This is an optimization exercise on Yosys and OpenROAD, whose aim is small area, not a production implementation.
Function was checked by simulation only, so behaviour that the tests miss may differ from the original.
The clock port is modelled as an ideal driver; clocking choices that lean on that would not hold on a real chip.
Power is estimated from default activity; no workload was simulated.

<file path="flow/design.v">
module Debounce(
  input clk,
  input rst,
  input [3:0] sw_pin,
  input [2:0] btn_pin,
  output [3:0] aim,    
  output [2:0] btr,    
  output [2:0] btd     
);
  reg [3:0] sws1, swc0, swc1;
  reg [2:0] bts1, btc0, btc1;
  always @(posedge clk) begin
    sws1 <= sw_pin;
    if (rst) begin
      swc0 <= 0; swc1 <= 0;
      bts1 <= 0; btc0 <= 0; btc1 <= 0;
    end else begin
      swc0 <= sws1 & ~swc1;
      swc1 <= sws1 & (swc0 | swc1);
      bts1 <= btn_pin;
      btc0 <= bts1 & ~btc1;
      btc1 <= bts1 & (btc0 | btc1);
    end
  end
  assign aim = swc1 & ~swc0;
  assign btr = btc1 & ~btc0;
  assign btd = bts1 & btc1;
endmodule
module Random_gen(
  input clk,
  input rst,
  input clr_btn,
  input hold,
  output reg [3:0] dec
);
  reg [63:0] ls;
  wire clr = rst | clr_btn;
  wire fb = ~(ls[63] ^ ls[62] ^ ls[60] ^ ls[59]);
  integer j;
  always @(posedge clk) begin
    ls[0] <= ~clr & fb;
    for (j = 1; j < 64; j = j + 1)
      if (j % 2 == 1) ls[j] <= ~(~clr & ls[j-1]);
      else ls[j] <= ~(clr | ls[j-1]);
  end
  wire [3:0] nib = {~ls[3], ls[2], ~ls[1], ls[0]};
  wire nib_ok = (nib != 4'd0) && (nib <= 4'd9);
  always @(posedge clk)
    if (nib_ok && !hold) dec <= nib;
endmodule
module Control(
  input clk,
  input rst,
  input [3:0] aim,
  input rf,             
  input mf,             
  input [3:0] dec,
  output hit_nx,        
  output reg game,
  output [23:0] b,      
  output [18:0] s       
);
  wire r0, r9;
  wire [8:0] q;
  Counter counter_i (.clk(clk), .rst(rst), .q(q), .r0(r0), .r9(r9));
  wire remove;
  Score score_i (.clk(clk), .rst(rst), .rf(rf), .inc(remove), .s(s));
  Hit hit_i (.s(s), .game(game), .q(q), .r9(r9), .rst(rst), .hit_nx(hit_nx));
  reg hit;
  always @(posedge clk) hit <= hit_nx;
  wire seven;
  Board board_i (.clk(clk), .rst(rst), .clrb(rf), .entry(!rf && hit && game), .s(s),
                 .fire(!rf && mf && game && r0), .aim(aim), .dec(dec), .b(b), .seven(seven),
                 .remove(remove));
  always @(posedge clk)
    if (rst | rf) game <= 1'b1;
    else if (seven) game <= 1'b0;
endmodule
module Counter(input clk, input rst, output reg [8:0] q, output r0, output r9);
  reg [4:0] r;
  assign r0 = ~r[4] & ~r[0];
  assign r9 = r[4] & ~r[3];
  wire r1 = ~r[1] & r[0];
  wire wrap = rst || (&q[8:4] && q[2] && r1);    
  always @(posedge clk) begin
    if (wrap) r <= 0;
    else r <= {r[3:0], ~r[4]};
    if (wrap) q <= 0;
    else if (r9) q <= q + 9'd1;
  end
endmodule
module Hit(input [18:0] s, input game, input [8:0] q, input r9, input rst, output hit_nx);
  wire [3:0] s1 = s[7:4], s0 = s[3:0];
  wire s_hi = |s[18:8];
  wire s0le5 = ~s0[3] & ~(s0[2] & s0[1]);    
  wire s0z = (s0 == 4'd0);
  wire l0 = (s1 == 4'd0) | (s1 == 4'd1 & s0z);
  wire l1 = (s1 == 4'd1 & ~s0z) | (s1 == 4'd2 & s0le5);
  wire l2 = (s1 == 4'd2 & ~s0le5) | (s1 == 4'd3 & s0le5);
  wire l3 = (s1 == 4'd3 & ~s0le5) | (s1 == 4'd4 & s0le5);
  wire l4 = (s1 == 4'd4 & ~s0le5) | (s1 == 4'd5 & s0z);
  wire low = game & ~s_hi;
  wire m = low & l0 ? (q == 9'd399) :
           low & l1 ? (q == 9'd299) :
           low & l2 ? (q == 9'd199) :
           low & l3 ? (q == 9'd159) :
           low & l4 ? (q == 9'd99) : (&q[8:4] & &q[1:0]);    
  assign hit_nx = ~rst & r9 & m;
endmodule
module Score(input clk, input rst, input rf, input inc, output [18:0] s);
  reg [2:0] s4;
  reg [3:0] s3, s2, s1, s0;
  assign s = {s4, s3, s2, s1, s0};
  wire s_max = s4[2] & s4[1] & s3[2] & s3[0] & s2[2] & s2[0] & s1[1] & s1[0] & s0[2] & s0[0];
  function [3:0] binc(input [3:0] d, input c);   
    binc = {d[3] ^ (c & d[0] & (d[3] | (d[2] & d[1]))),
            d[2] ^ (c & d[1] & d[0]),
            d[1] ^ (c & d[0] & ~d[3]),
            d[0] ^ c};
  endfunction
  wire c1 = inc & s0[3] & s0[0];
  wire c2 = c1 & s1[3] & s1[0];
  wire c3 = c2 & s2[3] & s2[0];
  wire c4 = c3 & s3[3] & s3[0];
  always @(posedge clk)
    if (rst || rf || (inc && s_max)) begin
      s4 <= 0; s3 <= 0; s2 <= 0; s1 <= 0; s0 <= 0;
    end else begin
      s0 <= binc(s0, inc);
      s1 <= binc(s1, c1);
      s2 <= binc(s2, c2);
      s3 <= binc(s3, c3);
      s4 <= s4 + {2'b0, c4};
    end
endmodule
module Board(input clk, input rst, input clrb, input entry, input [18:0] s, input fire,
             input [3:0] aim,
             input [3:0] dec, output reg [23:0] b, output reg seven, output remove);
  wire [6:0] nz;
  genvar k;
  generate for (k = 0; k < 6; k = k + 1) begin : g_nz
    assign nz[k] = |b[4*k+3:4*k];
  end endgenerate
  assign nz[6] = seven;
  reg [3:0] lead;
  integer j;
  always @(*) begin
    lead = 4'd0;
    for (j = 0; j < 6; j = j + 1)
      lead = lead | (b[4*j +: 4] & {4{~nz[j+1]}});
  end
  assign remove = fire && (aim == lead);
  reg [23:0] brm;
  always @(*)
    for (j = 0; j < 6; j = j + 1)
      brm[4*j +: 4] = b[4*j +: 4] & {4{~(remove & ~nz[j+1])}};
  always @(posedge clk)
    if (rst || clrb) begin
      b <= 0; seven <= 0;
    end else if (seven) begin
      b <= {5'd0, s}; seven <= 0;
    end else if (entry) begin
      b <= {brm[19:0], dec}; seven <= nz[5] & ~remove;
    end else
      b <= brm;
endmodule
module ssdisplay(
  input clk,
  input rst,
  input [23:0] b,      
  input [18:0] s,
  input [3:0] aim,
  input test,
  input game,
  output [7:0] seg_data_0_pin,
  output [7:0] seg_data_1_pin,
  output [7:0] seg_cs_pin
);
  reg [1:0] p;
  always @(posedge clk)
    if (rst) p <= 0;
    else p <= p + 2'd1;
  function [6:0] seg7(input [3:0] v);
    seg7 = {v[3] | (v[2] & ~v[1]) | (~v[2] & v[1]) | (v[1] & ~v[0]),
            v[3] | (~v[1] & ~v[0]) | (v[2] & ~v[1]) | (v[2] & ~v[0]),
            (~v[2] & ~v[0]) | (v[1] & ~v[0]),
            v[3] | (~v[2] & ~v[0]) | (v[1] & ~v[0]) | (~v[2] & v[1]) | (v[2] & ~v[1] & v[0]),
            v[2] | ~v[1] | v[0],
            ~v[2] | (v[1] & v[0]) | (~v[1] & ~v[0]),
            v[3] | v[1] | (v[2] & v[0]) | (~v[2] & ~v[0])};
  endfunction
  reg [3:0] v1, v2;
  always @(*) begin
    case (p)
      2'd0: v1 = game ? aim : 4'd0;
      2'd1: v1 = 4'd0;
      2'd2: v1 = b[23:20];
      default: v1 = b[19:16];
    endcase
    case (p)
      2'd0: v2 = b[15:12];
      2'd1: v2 = b[11:8];
      2'd2: v2 = b[7:4];
      default: v2 = b[3:0];
    endcase
  end
  wire blank1 = game & ((v1 == 4'd0) | (v1[3] & (v1[2] | v1[1])));
  wire blank2 = game & (v2 == 4'd0);
  wire sym = game & (p == 2'd1);
  assign seg_data_0_pin = test ? 8'hff : sym ? 8'b01001001 : blank1 ? 8'h00 : {1'b0, seg7(v1)};
  assign seg_data_1_pin = test ? 8'hff : blank2 ? 8'h00 : {1'b0, seg7(v2)};
  wire [3:0] cs = {p == 2'd3, p == 2'd2, p == 2'd1, p == 2'd0};
  assign seg_cs_pin = {cs, cs};
endmodule
module main_wrapper
   (btn_pin,
    rst,
    seg_cs_pin,
    seg_data_0_pin,
    seg_data_1_pin,
    sw_pin,
    sys_clk_in);
  input [4:0]btn_pin;
  input rst;
  output [7:0]seg_cs_pin;
  output [7:0]seg_data_0_pin;
  output [7:0]seg_data_1_pin;
  input [3:0]sw_pin;
  input sys_clk_in;
  wire [3:0] aim;
  wire [2:0] btr, btd;
  wire [3:0] dec;
  wire hit_nx, game;
  wire [23:0] b;
  wire [18:0] s;
  Debounce debounce_i (.clk(sys_clk_in), .rst(rst), .sw_pin(sw_pin), .btn_pin(btn_pin[2:0]),
                       .aim(aim), .btr(btr), .btd(btd));
  Random_gen random_i (.clk(sys_clk_in), .rst(rst), .clr_btn(btd[1]), .hold(hit_nx), .dec(dec));
  Control control_i (.clk(sys_clk_in), .rst(rst), .aim(aim), .rf(btr[1]), .mf(btr[2]),
                     .dec(dec), .hit_nx(hit_nx), .game(game), .b(b), .s(s));
  ssdisplay display_i (.clk(sys_clk_in), .rst(rst), .b(b), .s(s), .aim(aim), .test(btr[0]),
                       .game(game), .seg_data_0_pin(seg_data_0_pin),
                       .seg_data_1_pin(seg_data_1_pin), .seg_cs_pin(seg_cs_pin));
endmodule
</file>
<file path="flow/flow/run.sh">
#!/bin/bash
# Own layout flow: the standard flow (standard.sh), except that
#  - synthesis maps the logic with area-oriented ABC scripts
#    (flow/area_synth.tcl, flow/area_*.abc) and without Yosys's adder
#    extraction; everything before ABC, so every register and its name, is
#    as in the standard synthesis. Each ABC script is tried in a folder of its
#    own and the smallest netlist is laid out;
#  - the port buffers, and the buffers synthesis puts between two ports
#    driven by one net, are the smallest buffer;
#  - CTS uses small clock buffers and inserts no dummy clock loads; then
#    the leaves that drive many flip-flops get a stronger buffer.
# Each step's full output goes to a log file in the work folder.
set -euo pipefail
WORK=$(pwd)
R=orfs/results/$FLOW_PLATFORM/main_wrapper/base
CTS="-sink_clustering_enable -repair_clock_nets -dont_use_dummy_load -buf_list sky130_fd_sc_hd__clkbuf_8 -sink_clustering_size 10 -sink_clustering_max_diameter 50 -sink_buffer_max_cap_derate 0.2"
SYN=(ADDER_MAP_FILE= "SYNTH_SCRIPT=$WORK/flow/area_synth.tcl" \
     "MIN_BUF_CELL_AND_PORTS=sky130_fd_sc_hd__buf_1 A X")

# synthesis with each ABC script, in parallel
for a in flow/area_*.abc; do
  n=$(basename $a .abc)
  sed "s|$WORK/orfs|$WORK/syn_$n|g" standard.sh > $WORK/standard_$n.sh
  AREA_ABC_SCRIPT=$WORK/$a bash $WORK/standard_$n.sh synth "${SYN[@]}" \
    > $WORK/1_synth_$n.log 2>&1 &
done
wait
best=""; bestarea=""
for a in flow/area_*.abc; do
  n=$(basename $a .abc)
  f=$WORK/syn_$n/reports/$FLOW_PLATFORM/main_wrapper/base/synth_stat.txt
  [[ -f $f && -f $WORK/syn_$n/results/$FLOW_PLATFORM/main_wrapper/base/1_2_yosys.v ]] || continue
  area=$(grep "Chip area for module" $f | tail -1 | awk '{print $NF}')
  echo "$n $area" >> $WORK/1_synth_areas.txt
  if [[ -z $best ]] || awk -v a=$area -v b=$bestarea 'BEGIN{exit !(a<b)}'; then
    best=$n; bestarea=$area
  fi
done
echo "best $best $bestarea" >> $WORK/1_synth_areas.txt

# the best synthesis becomes the standard folder's; the rest are removed
rm -rf $WORK/orfs
mv $WORK/syn_$best $WORK/orfs
rm -rf $WORK/syn_*

LAYOUT=("${SYN[@]}" "BUFFER_PORTS_ARGS=-buffer_cell sky130_fd_sc_hd__buf_1" "CTS_ARGS=$CTS")
AREA_ABC_SCRIPT=$WORK/flow/$best.abc bash standard.sh cts "${LAYOUT[@]}" > $WORK/2_layout_to_cts.log 2>&1

# stronger buffers for the clock tree's heavily loaded leaves (flow/clk_leaf.tcl)
LEAF_LIB=$FLOW_HOME/platforms/$FLOW_PLATFORM/lib/sky130_fd_sc_hd__tt_025C_1v80.lib \
LEAF_RC=$FLOW_HOME/platforms/$FLOW_PLATFORM/setRC.tcl \
LEAF_DB=$WORK/$R/4_cts.odb LEAF_SDC=$WORK/$R/4_cts.sdc \
LEAF_BIG=sky130_fd_sc_hd__clkbuf_8 LEAF_MAX_SINKS=10 LEAF_MAX_SLEW_PS=95 \
  openroad -no_init -exit $WORK/flow/clk_leaf.tcl > $WORK/3_clk_leaf.log 2>&1

AREA_ABC_SCRIPT=$WORK/flow/$best.abc bash standard.sh finish "${LAYOUT[@]}" > $WORK/4_layout_finish.log 2>&1
</file>
<file path="flow/flow/area_f1.abc">
strash
&get -n
&fraig -x
&put
scorr
dc2
strash
&get -n
&deepsyn -T 30
&put
strash
&get -n
&dch -f
&nf -R 1000
&put
</file>
<file path="flow/flow/area_k1.abc">
strash
&get -n
&fraig -x
&put
scorr
dc2
strash
&get -n
&deepsyn -T 30
&put
strash
&get -n
&dch -f
&nf -R 1000
&put
strash
&get -n
&dch -f
&nf -R 1000
&put
</file>
<file path="flow/flow/area_k2.abc">
strash
&get -n
&fraig -x
&put
scorr
dc2
strash
&get -n
&deepsyn -T 30
&put
strash
dc2
&get -n
&dch -f
&nf -R 1000
&put
</file>
<file path="flow/flow/area_k3.abc">
strash
&get -n
&fraig -x
&put
scorr
dc2
strash
&get -n
&syn2
&deepsyn -T 30
&put
strash
&get -n
&dch -f
&nf -R 1000
&put
</file>
<file path="flow/flow/area_m3.abc">
strash
&get -n
&fraig -x
&put
scorr
dc2
strash
&get -n
&deepsyn -T 30
&put
strash
&get -n
&dch -f
&nf -R 1000 -E 100
&put
</file>
<file path="flow/flow/area_m4.abc">
strash
&get -n
&fraig -x
&put
scorr
dc2
strash
&get -n
&deepsyn -T 30
&put
strash
&get -n
&dch -f
&nf -R 1000
&put
strash
&get -n
&dch -f
&nf -R 1000
&put
strash
&get -n
&dch -f
&nf -R 1000
&put
</file>
<file path="flow/flow/area_synth.tcl">
# The standard flow's synthesis script (synth_recipe.tcl) with one change: ABC maps the
# logic with flow/area.abc, an area-oriented script, instead of ORFS's speed
# script. Everything before ABC, and so every register and its name, is the
# same as in the standard synthesis.
proc synth {args} { yosys synth -nofsm -noshare {*}$args }
proc abc {args} {
  set i [lsearch -exact $args -script]
  if { $i >= 0 } { lset args [expr {$i + 1}] $::env(AREA_ABC_SCRIPT) }
  yosys abc {*}$args
}
source $::env(SCRIPTS_DIR)/synth.tcl
# left out here: clear keep_hierarchy, flatten, clean up, hide names made inside functions, write 1_2_yosys.v
</file>
<file path="flow/flow/clk_leaf.tcl">
# After CTS: a clock buffer that drives many flip-flops, or whose flip-flops'
# estimated clock slew is high, gets a stronger buffer, so that every
# flip-flop's clock slew stays well under the limit; then the placement is
# legalized again.
read_liberty $::env(LEAF_LIB)
read_db $::env(LEAF_DB)
read_sdc $::env(LEAF_SDC)
source $::env(LEAF_RC)
estimate_parasitics -placement
set big [get_lib_cells */$::env(LEAF_BIG)]
set regclk [dict create]
foreach pin [all_registers -clock_pins -edge_triggered] { dict set regclk [get_full_name $pin] 1 }
set n 0
foreach net [get_nets clknet_*] {
  set sinks 0
  set slew 0
  foreach pin [get_pins -of_objects $net -filter "direction == input"] {
    if {[dict exists $regclk [get_full_name $pin]]} {
      incr sinks
      foreach edge {rise fall} {
        set s [expr {1e12 * [sta::time_ui_sta [get_property $pin slew_max_$edge]]}]
        set slew [expr {max($slew, $s)}]
      }
    }
  }
  if {$sinks == 0} { continue }
  set up [expr {$sinks >= $::env(LEAF_MAX_SINKS) || $slew > $::env(LEAF_MAX_SLEW_PS)}]
  foreach drv [get_pins -of_objects $net -filter "direction == output"] {
    set inst [get_cells -of_objects $drv]
    puts "leaf [get_full_name $net] sinks $sinks est. slew [format %.1f $slew] ps: [get_full_name $inst] [get_property $inst ref_name][expr {$up ? " -> $::env(LEAF_BIG)" : ""}]"
    if {$up} { replace_cell $inst $big; incr n }
  }
}
puts "upsized $n clock buffers"
detailed_placement
check_placement -verbose
write_db $::env(LEAF_DB)
</file>
<file path="flow/standard.sh">
#!/bin/bash
# synth_recipe.tcl (not shown) runs the flow's synth.tcl, then flattens the netlist and writes it again
# the make line also repeats each setting of config.mk as NAME=value (left out here)
make -C /OpenROAD-flow-scripts/flow DESIGN_CONFIG=/design/flow/config.mk WORK_HOME=/design/flow/orfs CLKGATE_MAP_FILE= SYNTH_SCRIPT=/design/flow/synth_recipe.tcl "${@:-finish}"
</file>
<file path="flow/config.mk">
export PLATFORM = sky130hd
export DESIGN_NAME = main_wrapper
export DESIGN_NICKNAME = main_wrapper
export VERILOG_FILES = /design/flow/design.v
export SDC_FILE = /design/flow/constraint.sdc
export NUM_CORES = 4
export LEC_CHECK = 0
export CAP_MARGIN = 20
export CORE_MARGIN = 2
export CORE_UTILIZATION = 60
export PLACE_DENSITY = 0.85
export SLEW_MARGIN = 20
</file>
<file path="flow/constraint.sdc">
create_clock -name core_clock -period 60.0 [get_ports {sys_clk_in}]
set_input_delay 12.0000 -clock core_clock [delete_from_list [all_inputs] [get_ports {sys_clk_in}]]
set_output_delay 12.0000 -clock core_clock [all_outputs]
set_load 0.01 [all_outputs]
</file>
==> notes.md <==
==> worst paths after layout <==
path	endpoint	slack, ns	cells past startpoint
max	seg_data_0_pin[3]	44.46	11
min	random_i.ls[21]	0.36	1
max reg2reg	control_i.score_i.s4[2]	55.86	13
min reg2reg	random_i.ls[21]	0.36	1
==> synthesized netlist by cell type (3+ instances only) <==
master    instances
a22o_1            5
nand3_1          12
nand2b_1         16
a31oi_1           5
buf_1             6
nor3_1           17
nand4_1           4
nor3b_1           4
a41oi_1           3
edfxtp_1          4
a222oi_1         26
nand2_1          53
dfxtp_1         147
a21o_1            3
xnor2_1           5
a211oi_1          7
a311oi_1          6
and3_1            8
nor2b_1          10
clkinv_1         30
and2_0            4
a21oi_1          37
o21ai_0          10
o21a_1            4
o21bai_1          3
xor2_1            4
a22oi_1           9
nor4_1           12
nor2_1           79
==> cell families (layout without fill, tap and decap cells) <==
| kind of cell | Yosys count | after routing |
|---|---|---|
| simple gates | 221 | 221 |
| flops | 151 | 151 |
| compound gates | 127 | 127 |
| buf+inv | 36 | 82 |
| xor+xnor | 9 | 9 |
==> layer usage <==
layer	track usage	share of wire	up-vias	routed length (um)
met4	0.0737	0.016	0	180
met2	0.408	0.49	155	5360
met5	0	0	-	0
met3	0.0655	0.066	21	722
met1	0.315	0.43	1966	4710
li1	-	-	2067	-
==> metrics by stage <==
step	area [sq um]	hold WS, ns	instances	worst slack [ns]
floorplan	5220	0.343	544	45.45
global placement	5490	0.346	681	45.26
detailed placement	5490	0.348	681	45.04
CTS	5720	0.365	698	44.53
global route	5720	0.369	698	44.07
finish	5720	0.359	698	44.46
==> worst max-delay path: cells and delay by family (launching register included) <==
family	cells	cell delay [ns]
AO/OA/AOI/OAI	6	1.46
AND/OR/NAND/NOR	4	1.17
flip-flops	1	0.33
buffers and inverters	1	0.16
==> final cells by class <==
type,count,area (sq um),share of cell area
Tap cell,108,135,0.0236
Multi-Input combinational cell,357,2040,0.356
Clock buffer,17,234,0.0409
Sequential cell,151,3060,0.535
Inverter,30,113,0.0197
Timing Repair Buffer,35,143,0.0249
==> state kept, by name (all words and copies together) (netlist names) <==
register,flops
debounce_i.swc0,4
control_i.score_i.s3,4
display_i.p,2
debounce_i.btc1,3
random_i.dec,4
debounce_i.bts1,3
control_i.score_i.s1,4
debounce_i.swc1,4
debounce_i.sws1,4
control_i.counter_i.q,9
control_i.score_i.s0,4
control_i.game,1
control_i.score_i.s4,3
control_i.counter_i.r,5
debounce_i.btc0,3
control_i.board_i.b,24
control_i.score_i.s2,4
random_i.ls,64
control_i.board_i.seven,1
control_i.hit,1
==> power groups by stage <==
stage	combinational, mW	clock (mW)	sequential, mW
after floorplan	0.00427	0	0.105
final	0.00641	0.0552	0.103
after CTS	0.00639	0.0560	0.103
after detailed placement	0.00636	0	0.105
after global routing	0.00717	0.0602	0.103
after global placement	0.00614	0	0.105
==> results.json <==
{
  "antenna_cells": 0,
  "rows": 34,
  "start_kind": "flop",
  "cp.arrival_ns": 3.54,
  "cts_resized": 0,
  "synthCells": 544,
  "synth_compound_area_frac": 0.177,
  "worstReg2RegStart": "control_i.board_i.b[16]",
  "critPathKind": "reg2out",
  "finalHoldViolCount": 0,
  "grt_max_degree": 34,
  "finalSetupViolCount": 0,
  "synthMuxAreaShare": 0,
  "power.total_mw": 0.164,
  "seq_area_frac_synth": 0.586,
  "synth.distinct_cells": 37,
  "finalCritPeriodShare": 0.259,
  "wl_um": 11000,
  "final_util": 0.666,
  "post_cts_buffers": 0,
  "vdd_drop_max_mv": 0.0273,
  "min_path_type": "reg2reg",
  "gp_congestion": 0.881,
  "ys_ff_latch": 151,
  "fmax_mhz": 64.4,
  "syn_nets": 555,
  "initial_core_util": 0.608,
  "ys_warn_count": 7,
  "grt_pass1_wl_um": 18900,
  "critPathMaxFanout": 8,
  "grt_overflow": 0,
  "setup_tns_ns": 0,
  "clk_latency_ns": 0.44,
  "wl_per_cell_um": 15.7,
  "antenna_found_initial": 0,
  "synthAdderAreaFrac": 0,
  "cts.htree.levels": 4,
  "p_clk_frac": 0.336,
  "yosys.area_share.xor_xnor": 0.0151,
  "synth_top_area_frac": 0.563,
  "p_per_area_nw_per_um2": 28.7,
  "clk_path_buf_depth": 2,
  "startpoint": "display_i.p[1]",
  "async_flop_share": 0,
  "root_buffer": "clkbuf_8",
  "cp_slowest_cell": "o21ai_0",
  "clk_pin_slew_ns": 0.08,
  "worstSetupEndpointType": "primary output",
  "power.switching_mw": 0.0354,
  "slowest_delay_ns": 0.64,
  "final_net_count": 603,
  "cts_tree": "built",
  "die_h_um": 97.3,
  "synth.top_cells.by_area": "dfxtp_1 (56%), nor2_1 (5.7%), a222oi_1 (5.0%)",
  "vias": 4209,
  "drive_above_1_share": 0.0390,
  "yosys.area_share.simple": 0.196,
  "area_growth_pct": 9.61,
  "via_per_inst": 6.03,
  "seqPwrFrac": 0.625,
  "p_int_mw": 0.129,
  "io_pins": 35,
  "nFillCells": 670,
  "layout_common_cells": "dfxtp_1 (147), nor2_1 (78), nand2_1 (53)",
  "core_sq_um": 8590,
  "power_leakage_nw": 2.12,
  "max-slew-margin-rel": 0.348,
  "drv_slew": 0,
  "synth_edf_count": 4,
  "min_from": "random_i.ls[20]",
  "p_sw_frac": 0.216,
  "critPathRequiredTime_ns": 48.00,
  "dp_hpwl_um": 7580,
  "fin_crit_ns": 15.54,
  "syn_avg_cell_area_sq_um": 9.60,
  "rsz0062_at_grt": "no",
  "worst_pin_slew_ns": 0.969,
  "ys_dominant_reg_cell": "dfxtp_1",
  "grt_pass1_vias": 4042,
  "layout_commonest_cell": "dfxtp_1",
  "drv_cap": 0,
  "synth_top_area_cell": "dfxtp_1",
  "grtUsageTotal": 0.245,
  "ant_nets": 0,
  "drc_errors": 0,
  "die_x_um": 97.3,
  "comb_power_share": 0.039,
  "synth_top_family_by_area": "simple AND/OR/NAND/NOR gates",
  "clock_sinks": 151,
  "status": "no timing/DRC/antenna violations",
  "drtIter0Drc": 361,
  "skew_ns": 0.0305,
  "first_pass_iters": 8,
  "dieArea_sq_um": 9470,
  "cts_hold_buf": 0,
  "path_cells": "nor2_1 -> nand2_1 -> o21ai_0 -> nor3_1 -> nor3_1 -> o21ai_0 -> a21oi_1 -> a21oi_1 -> a21oi_1 -> o21ai_0 -> buf_1",
  "syn-cell-area_sq_um": 5220,
  "numPortBuffers": 32,
  "cts-buffers-inserted": 17
}

[what the ideal ports hide]
Ports are ideal in the flow. The routed layout listed here was re-timed in OpenROAD. Step 1, drivers: a clkbuf_16 drives sys_clk_in and a buf_2 each remaining input, both assumed. Step 2, shift: input delay + t, output delay - t, t = (earliest + latest rising clock arrival at the registers) / 2. This alone moves slack from input paths to output paths. Three values: ideal, step 1, step 2; two values: the first two.
t (ns): 0.455
setup WS [ns]: 44.461 / 44.430 / 44.884
latest minus earliest clock arrival (ns): 0.034 / 0.035
worst data-port slew with drivers (ns): 0.03
pins driven straight from the clock port: 1
After both steps setup and hold are still met in this run. The setup slack of this run moves by -0.031 ns with the drivers and by +0.423 ns with both steps.
